Background: an optimization exercise with open tools, aiming at small area and a short achievable clock period. Do not read the settings as production practice. Where RTL was checked, it was by simulation tests only, not by an equivalence proof against the original. Power is estimated from default activity; no workload was simulated.

== run 1 ==
==> flow/design.v (excerpt) <==
module SPI_WRAPPER(
  input    MOSI,
  input    clk,
  input    rst_n,
  input    SS_n,
  output   MISO
);
For scale: roughly 5 I/O pins, ~48,000 um^2 of cells after synthesis.
clock: 6.5 ns
lec_check: 0
cap_margin: 40
core_margin: 2
core_utilization: 80
setup_slack_margin: 4.06
slew_margin: 40
standard.sh (not shown) runs the stock make flow with config.mk's settings and CLKGATE_MAP_FILE= SYNTH_SCRIPT=/design/flow/synth_recipe.tcl, a recipe that flattens the netlist after the stock synthesis.
==> flow/flow/run.sh <==
#!/bin/bash
# Standard layout with custom clock-tree-synthesis arguments, and every combinational cell
# set to its smallest size after floorplan (timing repair upsizes what it needs).
set -euo pipefail
export CTS_ARGS="-sink_clustering_enable -repair_clock_nets -dont_use_dummy_load -sink_clustering_size 20 -sink_clustering_max_diameter 45 -buf_list sky130_fd_sc_hd__clkbuf_8 -root_buf sky130_fd_sc_hd__clkbuf_16"
export POST_FLOORPLAN_TCL=$PWD/flow/downsize.tcl
bash standard.sh > standard.log 2>&1
==> flow/flow/downsize.tcl <==
# Replace each combinational cell by the smallest cell of the same function family
# (same name without the drive-strength suffix); timing repair later upsizes where needed.
set n 0
foreach inst [get_cells *] {
  set lc [get_lib_cell -of_objects $inst]
  if {[regexp {^sky130_fd_sc_hd__(df|edf|sdf|dl|sdl|bufbuf|lpflow)} [get_name $lc]]} { continue }
  set name [get_name $lc]
  if {![regexp {^(sky130_fd_sc_hd__[a-z0-9]+)_([0-9]+)$} $name -> base drv]} { continue }
  if {[regexp {^sky130_fd_sc_hd__(clk|dly|conb|tap|fill|decap|diode)} $name]} { continue }
  set best ""; set best_area 1e9
  foreach cand [get_lib_cells ${base}_*] {
    set cn [get_name $cand]
    if {![regexp "^${base}_\[0-9\]+\$" $cn]} { continue }
    if {[lsearch -exact $::env(DONT_USE_CELLS) $cn] >= 0} { continue }
    set a [get_property $cand area]
    if {$a < $best_area} { set best_area $a; set best $cn }
  }
  if {$best ne "" && $best ne $name} {
    replace_cell $inst [lindex [get_lib_cells $best] 0]
    incr n
  }
}
puts "downsize: replaced $n cells"
Run 1: all stages complete, timing, DRC and antenna checks passed
Inputs modified between run 1 and run 2:
- PLACE_DENSITY: unset -> 0.92
- CORE_UTILIZATION: 80 -> 86
[summary]
Run 2 vs. run 1: number of flops mapped to enable cells by yosys barely changed; die height saw a decrease; die width went down about 3.5%. Of run 1 and run 2, the higher number of rows created at floorplan belongs to run 1. Run 2: placed wire-length estimate is 30% higher than what run 1 reported. Run 2 -> run 1: net count of the mapped netlist delta 0, exact match. Run 1 did not stop at any stage, and its layout met the timing, DRC and antenna checks. Run 2 did not run to completion, as it errored out during 3_5_place_dp.
Changes in run 3 relative to run 2:
- CORE_UTILIZATION: 86 -> 80
- PLACE_DENSITY: 0.92 -> unset
==> flow/flow/run.sh <==
#!/bin/bash
# Standard layout with custom clock-tree-synthesis arguments, and every combinational cell
# set to its smallest size after floorplan (timing repair upsizes what it needs).
set -euo pipefail
export CTS_ARGS="-sink_clustering_enable -repair_clock_nets -dont_use_dummy_load -sink_clustering_size 16 -sink_clustering_max_diameter 45 -buf_list sky130_fd_sc_hd__clkbuf_8 -root_buf sky130_fd_sc_hd__clkbuf_16"
export POST_FLOORPLAN_TCL=$PWD/flow/downsize.tcl
bash standard.sh > standard.log 2>&1
## What came out
Run 3: flow completed, timing, DRC and antenna clean. Compared with run 2, run 3 shows a routability congestion estimate that is 0.95% higher. Cmp run 3 vs run 2: initial core utilization lower in run 3. Comparing run 3 and run 2, the higher chip width was measured on run 3. Mean post-synth cell area: run 3 vs run 2, no meaningful difference. Compared with run 2, run 3 shows height of the die higher by 3.6%. Complex-gate fraction of the synthesized area across run 3 and run 2: no real change. Row placed wire-length estimate: run 3 lower / run 2 higher.
Input-level comparison between run 4 and run 3:
- putting PLACE_DENSITY at 0.9 where nothing was set
==> flow/flow/run.sh <==
#!/bin/bash
# Standard layout with custom clock-tree-synthesis arguments, and every combinational cell
# set to its smallest size after floorplan (timing repair upsizes what it needs).
set -euo pipefail
export CTS_ARGS="-sink_clustering_enable -repair_clock_nets -dont_use_dummy_load -sink_clustering_size 20 -sink_clustering_max_diameter 45 -buf_list sky130_fd_sc_hd__clkbuf_8 -root_buf sky130_fd_sc_hd__clkbuf_16"
export POST_FLOORPLAN_TCL=$PWD/flow/downsize.tcl
bash standard.sh > standard.log 2>&1
- Fraction of standard cell area in multi-input logic was lower in the run labelled run 3.
- Of the two values seen for uppermost layer routed, met4 was produced by run 3 and met5 by run 4.
- Run 4 ended up with ram_mem.slot[2] as its launching element of the worst setup path; run 3 ended up with SPISLAVE.MISO.
- The setup slack reported for run 4 is smaller than that of run 3 by 140 ps.
- Looking at area growth from synthesis to layout across run 3 and run 4, the one that comes out lower is run 4.
No functional check of the RTL was part of any run of this note.

========
lane 1:
Another version of the RTL of SPI_WRAPPER (not shown whole).
For scale: roughly 2,800 cells after synthesis, ~2,100 flip-flops.
==> flow/design.v (excerpt) <==
module SPI_WRAPPER(
  input    MOSI,
  input    clk,
  input    rst_n,
  input    SS_n,
  output   MISO
);
Settings: LEC_CHECK=0, CAP_MARGIN=40, CORE_MARGIN=2, CORE_UTILIZATION=80, SETUP_SLACK_MARGIN=4, SLEW_MARGIN=40; clock period 6.5 ns.
==> flow/flow/run.sh <==
#!/bin/bash
# Standard layout with custom clock-tree-synthesis arguments, and every combinational cell
# set to its smallest size after floorplan (timing repair upsizes what it needs).
set -euo pipefail
export CTS_ARGS="-sink_clustering_enable -repair_clock_nets -dont_use_dummy_load -sink_clustering_size 25 -sink_clustering_max_diameter 60"
export POST_FLOORPLAN_TCL=$PWD/flow/downsize.tcl
bash standard.sh > standard.log 2>&1
Scripts as last shown in full above: flow/flow/downsize.tcl
Lane 1 was carried through to the last stage, and its layout satisfied the timing, DRC and antenna checks.
Input changes introduced in lane 2 (baseline for comparison: lane 1):
- CORE_UTILIZATION changed from 80 to 65
==> flow/flow/run.sh <==
#!/bin/bash
# Standard layout with custom clock-tree-synthesis arguments.
set -euo pipefail
export CTS_ARGS="-sink_clustering_enable -repair_clock_nets -dont_use_dummy_load -sink_clustering_size 30 -sink_clustering_max_diameter 50"
bash standard.sh > standard.log 2>&1
removed: flow/flow/downsize.tcl
## What came out
Comparing lane 1 against lane 2, there is no change at all in final sequential cell count.
Higher via count was reported by lane 1, not lane 2.
From lane 1 to lane 2 the numbers moved as follows: tightest slew margin relative to the limit increased 2.6 points, number of non-filler instances in the completed layout increased 233.
Compared with lane 1, in lane 2 fmax lower, pre-CTS setup slack went down by 340 ps, clock distribution area overhead in the final layout now larger, final wirelength decreased by about 4.6% relative to the old numbers, largest incremental delay on the critical path rose by 20 ps.
Going from lane 1 to lane 2, the core region area was found to have gone up by about 23%.
> inputs changed (lane 2 -> lane 3)
- an added CTS_CLUSTER_DIAMETER of 60
- an added CTS_CLUSTER_SIZE of 25
- an added ABC_AREA of 1
==> flow/run.sh (new file) <==
#!/bin/bash
# synth_recipe.tcl (not shown) runs the flow's synth.tcl, then flattens the netlist and writes it again
# the make line also repeats each setting of config.mk as NAME=value (left out here)
make -C /OpenROAD-flow-scripts/flow DESIGN_CONFIG=/design/flow/config.mk WORK_HOME=/design/flow/orfs CLKGATE_MAP_FILE= SYNTH_SCRIPT=/design/flow/synth_recipe.tcl finish
removed: flow/flow/run.sh
removed: flow/standard.sh
### Flow results
Lane 3 gives more register-to-register slack than lane 2 did. Total power: lane 3 below lane 2. Diff lane 2 and lane 3: number of detailed-route iterations in the first pass higher in lane 3. The die area of lane 3 and that of lane 2 are within noise of each other. [compare] base=lane 2 new=lane 3: worst setup slack shrank by 32 ps, fmax shrank by about 1.3%, first-pass GRT wire length grew by about 9%, headroom to the max-slew limit shrank by 5.9 points, time the final worst path needs with I/O delays and setup grew by 32 ps. Lane 2 and lane 3 ended up with nearly the same area of the mapped netlist.
### lane 3 -> lane 4
- ABC_AREA no longer set, was 1
--- outcome ---
- Lane 4 -> lane 3: clock latency at the later pin of the worst-skew pair flat
- The final reports for lane 4 and lane 3 show post-synthesis to final-layout area growth lower in the former.
- Re detailed-route wire length: lane 3 was higher than lane 4.
Setup changes, lane 4 to lane 5
- a change of CORE_UTILIZATION from 65 to 80
- a deleted CTS_CLUSTER_SIZE that had been 25
- a deleted CTS_CLUSTER_DIAMETER that had been 60
==> flow/flow/run.sh (new file) <==
#!/bin/bash
# Standard layout with custom clock-tree-synthesis arguments, and every combinational cell
# set to its smallest size after floorplan (timing repair upsizes what it needs).
set -euo pipefail
export CTS_ARGS="-sink_clustering_enable -repair_clock_nets -dont_use_dummy_load -sink_clustering_size 16 -sink_clustering_max_diameter 45 -buf_list sky130_fd_sc_hd__clkbuf_8 -root_buf sky130_fd_sc_hd__clkbuf_16"
export POST_FLOORPLAN_TCL=$PWD/flow/downsize.tcl
bash standard.sh > standard.log 2>&1
==> flow/flow/downsize.tcl (new file) <==
# Replace each combinational cell by the smallest cell of the same function family
# (same name without the drive-strength suffix); timing repair later upsizes where needed.
set n 0
foreach inst [get_cells *] {
  set lc [get_lib_cell -of_objects $inst]
  if {[regexp {^sky130_fd_sc_hd__(df|edf|sdf|dl|sdl|bufbuf|lpflow)} [get_name $lc]]} { continue }
  set name [get_name $lc]
  if {![regexp {^(sky130_fd_sc_hd__[a-z0-9]+)_([0-9]+)$} $name -> base drv]} { continue }
  if {[regexp {^sky130_fd_sc_hd__(clk|dly|conb|tap|fill|decap|diode)} $name]} { continue }
  set best ""; set best_area 1e9
  foreach cand [get_lib_cells ${base}_*] {
    set cn [get_name $cand]
    if {![regexp "^${base}_\[0-9\]+\$" $cn]} { continue }
    if {[lsearch -exact $::env(DONT_USE_CELLS) $cn] >= 0} { continue }
    set a [get_property $cand area]
    if {$a < $best_area} { set best_area $a; set best $cn }
  }
  if {$best ne "" && $best ne $name} {
    replace_cell $inst [lindex [get_lib_cells $best] 0]
    incr n
  }
}
puts "downsize: replaced $n cells"
==> flow/standard.sh (new file) <==
#!/bin/bash
# synth_recipe.tcl (not shown) runs the flow's synth.tcl, then flattens the netlist and writes it again
# the make line also repeats each setting of config.mk as NAME=value (left out here)
make -C /OpenROAD-flow-scripts/flow DESIGN_CONFIG=/design/flow/config.mk WORK_HOME=/design/flow/orfs CLKGATE_MAP_FILE= SYNTH_SCRIPT=/design/flow/synth_recipe.tcl "${@:-finish}"
removed: flow/run.sh
### Flow results
- Compared with lane 4, lane 5 shows a lower layout-stage area growth over the synthesis result.
- Global-route usage, lane 5 and lane 4: lower on lane 4
- When the final numbers for lane 5 and lane 4 were put side by side, the worst setup slack turned out to be greater in lane 5.
- Lane 5 vs lane 4 on starting density of the core: lane 5 is the higher one.
- Routed via count (lane 5 vs. lane 4) increases by a few percent
- The first-pass GRT wire length reported for lane 5 is smaller than that of lane 4 by 1800 um.
- Comparing lane 4 with lane 5, the synthesized area per cell came out essentially unchanged.
- Row share of the cycle needed by the critical path after routing: lane 5 lower / lane 4 higher
- On sequential power share, the lower figure sits with lane 4, not lane 5.

========
SPI_WRAPPER with an RTL version that a note above also has.
Size in the first run: ~48000 µm² of cells after synthesis.
export LEC_CHECK = 0
export CAP_MARGIN = 40
export CORE_MARGIN = 2
export CORE_UTILIZATION = 80
export SETUP_SLACK_MARGIN = 4.06
export SLEW_MARGIN = 40
create_clock -name core_clock -period 6.5 [get_ports {clk}]
==> flow/flow/run.sh <==
#!/bin/bash
# Standard layout with custom clock-tree-synthesis arguments, and every combinational cell
# set to its smallest size after floorplan (timing repair upsizes what it needs).
set -euo pipefail
export CTS_ARGS="-sink_clustering_enable -repair_clock_nets -dont_use_dummy_load -sink_clustering_size 18 -sink_clustering_max_diameter 40 -buf_list sky130_fd_sc_hd__clkbuf_8 -root_buf sky130_fd_sc_hd__clkbuf_16"
export POST_FLOORPLAN_TCL=$PWD/flow/downsize.tcl
bash standard.sh > standard.log 2>&1
==> flow/flow/downsize.tcl <==
# Replace each combinational cell by the smallest cell of the same function family
# (same name without the drive-strength suffix); timing repair later upsizes where needed.
set n 0
foreach inst [get_cells *] {
  set lc [get_lib_cell -of_objects $inst]
  if {[regexp {^sky130_fd_sc_hd__(df|edf|sdf|dl|sdl|bufbuf|lpflow)} [get_name $lc]]} { continue }
  set name [get_name $lc]
  if {![regexp {^(sky130_fd_sc_hd__[a-z0-9]+)_([0-9]+)$} $name -> base drv]} { continue }
  if {[regexp {^sky130_fd_sc_hd__(clk|dly|conb|tap|fill|decap|diode)} $name]} { continue }
  set best ""; set best_area 1e9
  foreach cand [get_lib_cells ${base}_*] {
    set cn [get_name $cand]
    if {![regexp "^${base}_\[0-9\]+\$" $cn]} { continue }
    if {[lsearch -exact $::env(DONT_USE_CELLS) $cn] >= 0} { continue }
    set a [get_property $cand area]
    if {$a < $best_area} { set best_area $a; set best $cn }
  }
  if {$best ne "" && $best ne $name} {
    replace_cell $inst [lindex [get_lib_cells $best] 0]
    incr n
  }
}
puts "downsize: replaced $n cells"
Rerun with:
==> flow/flow/run.sh (replaced) <==
#!/bin/bash
# Standard layout with custom clock-tree-synthesis arguments; every combinational cell set to
# its smallest size after floorplan (timing repair upsizes what it needs); and the register
# that drives the output port moved next to its port buffer after global placement.
set -euo pipefail
export CTS_ARGS="-sink_clustering_enable -repair_clock_nets -dont_use_dummy_load -sink_clustering_size 16 -sink_clustering_max_diameter 45 -buf_list sky130_fd_sc_hd__clkbuf_8 -root_buf sky130_fd_sc_hd__clkbuf_16"
export POST_FLOORPLAN_TCL=$PWD/flow/downsize.tcl
export POST_GLOBAL_PLACE_TCL=$PWD/flow/pull_out.tcl
bash standard.sh > standard.log 2>&1
==> flow/flow/pull_out.tcl (new file) <==
# Move each flip-flop that drives an output-port buffer next to that buffer, so the
# register-to-output path has a short wire; detailed placement legalizes afterwards.
set block [ord::get_db_block]
foreach bterm [$block getBTerms] {
  if {[$bterm getIoType] ne "OUTPUT"} { continue }
  set net [$bterm getNet]
  foreach it [$net getITerms] {
    if {![$it isOutputSignal]} { continue }
    set buf [$it getInst]
    set innet ""
    foreach it2 [$buf getITerms] {
      if {[$it2 isInputSignal] && [$it2 getNet] ne "NULL"} { set innet [$it2 getNet] }
    }
    if {$innet eq ""} { continue }
    foreach it3 [$innet getITerms] {
      if {![$it3 isOutputSignal]} { continue }
      set drv [$it3 getInst]
      set m [[$drv getMaster] getName]
      if {![regexp {__(df|edf)} $m]} { continue }
      set loc [$buf getLocation]
      set bw [[$buf getMaster] getWidth]
      $drv setLocation [expr {[lindex $loc 0] + $bw}] [lindex $loc 1]
      puts "pull_out: moved [$drv getName] next to [$buf getName]"
    }
  }
}
Count of clock-buffer cells in the layout came out higher by 3.
Global-route usage came out lower by 0.52 points.
Setup slack gains 24 ps.
Function was not checked in any run of this note: the RTL went through the layout flow alone.

========
== v6 ==
RTL: one of the versions met above, not the one the previous note started from.
Size in the first run: about 2100 flip-flops, ~5 I/O pins, about 50000 µm² of cells after synthesis.
export LEC_CHECK = 0
export CAP_MARGIN = 40
export CORE_MARGIN = 2
export CORE_UTILIZATION = 88
export SETUP_SLACK_MARGIN = 4
export SLEW_MARGIN = 40
create_clock -name core_clock -period 6.5 [get_ports {clk}]
==> flow/flow/run.sh <==
#!/bin/bash
# Standard layout with custom clock-tree-synthesis arguments, and every combinational cell
# set to its smallest size after floorplan (timing repair upsizes what it needs).
set -euo pipefail
export CTS_ARGS="-sink_clustering_enable -repair_clock_nets -dont_use_dummy_load -sink_clustering_size 16 -sink_clustering_max_diameter 45 -buf_list sky130_fd_sc_hd__clkbuf_8 -root_buf sky130_fd_sc_hd__clkbuf_16"
export POST_FLOORPLAN_TCL=$PWD/flow/downsize.tcl
bash standard.sh > standard.log 2>&1
Scripts as last shown in full above: flow/flow/downsize.tcl
v6: full flow OK, the timing, DRC and antenna checks passed
[inputs] v7 vs v6
Settings: swapping 88 for 65 in CORE_UTILIZATION.
==> flow/flow/run.sh <==
#!/bin/bash
# Standard layout with custom clock-tree-synthesis arguments.
set -euo pipefail
export CTS_ARGS="-sink_clustering_enable -repair_clock_nets -dont_use_dummy_load -sink_clustering_size 25 -sink_clustering_max_diameter 60"
bash standard.sh > standard.log 2>&1
removed: flow/flow/downsize.tcl
[summary]
Slowest cell on the critical path: sky130_fd_sc_hd__edfxtp_1 -> v6, sky130_fd_sc_hd__dfrtp_1 -> v7. v7 vs. v6: critical path arrival down 1810 ps, routed wire length shows a reduction of about 20%, fmax now sits lower, final worst setup slack went down 9.0 ps.

-- port drivers added, routing unchanged --
The results above use ideal ports. As a check the final layouts listed here were re-extracted and re-timed, cells and wires unchanged. Step 1: set_driving_cell puts a clkbuf_16 on clk and a buf_2 on each other input, an assumption about the parent block. Step 2 adds t to the input delays and takes it off the output delays; t is the mean of the earliest and latest rising clock arrival at the registers after step 1. Input paths then give back, and output paths get back, about the clock's delay inside the block. a / b / c = ideal / step 1 / step 2; a / b = the first two.
run | shift t [ns] | setup slack, ns | worst data-port slew with drivers (ns)
run 1 | 0.725 | 4.023 / 3.963 / 4.041 | 0.05
run 3 | 0.739 | 4.012 / 3.947 / 4.030 | 0.04
run 4 | 0.740 | 3.877 / 3.877 / 3.877 | 0.04
lane 1 | 0.708 | 4.042 / 3.981 / 4.058 | 0.04
lane 2 | 0.772 | 3.968 / 3.901 / 4.104 | 0.03
lane 3 | 0.734 | 3.935 / 3.870 / 4.130 | 0.03
lane 4 | 0.732 | 3.975 / 3.907 / 4.131 | 0.03
lane 5 | 0.721 | 4.018 / 3.956 / 4.067 | 0.04
the first run of note 3 | 0.736 | 4.003 / 3.937 / 4.005 | 0.04
the second run of note 3 | 0.736 | 4.027 / 3.963 / 3.984 | 0.06
v6 | 0.732 | 3.989 / 3.936 / 3.989 | 0.03
v7 | 0.714 | 3.980 / 3.912 / 4.033 | 0.03
After both steps setup and hold are still met in every run listed. The setup slack of the second run of note 3, which loses most, moves by -0.064 ns with the drivers and by -0.043 ns with both steps.
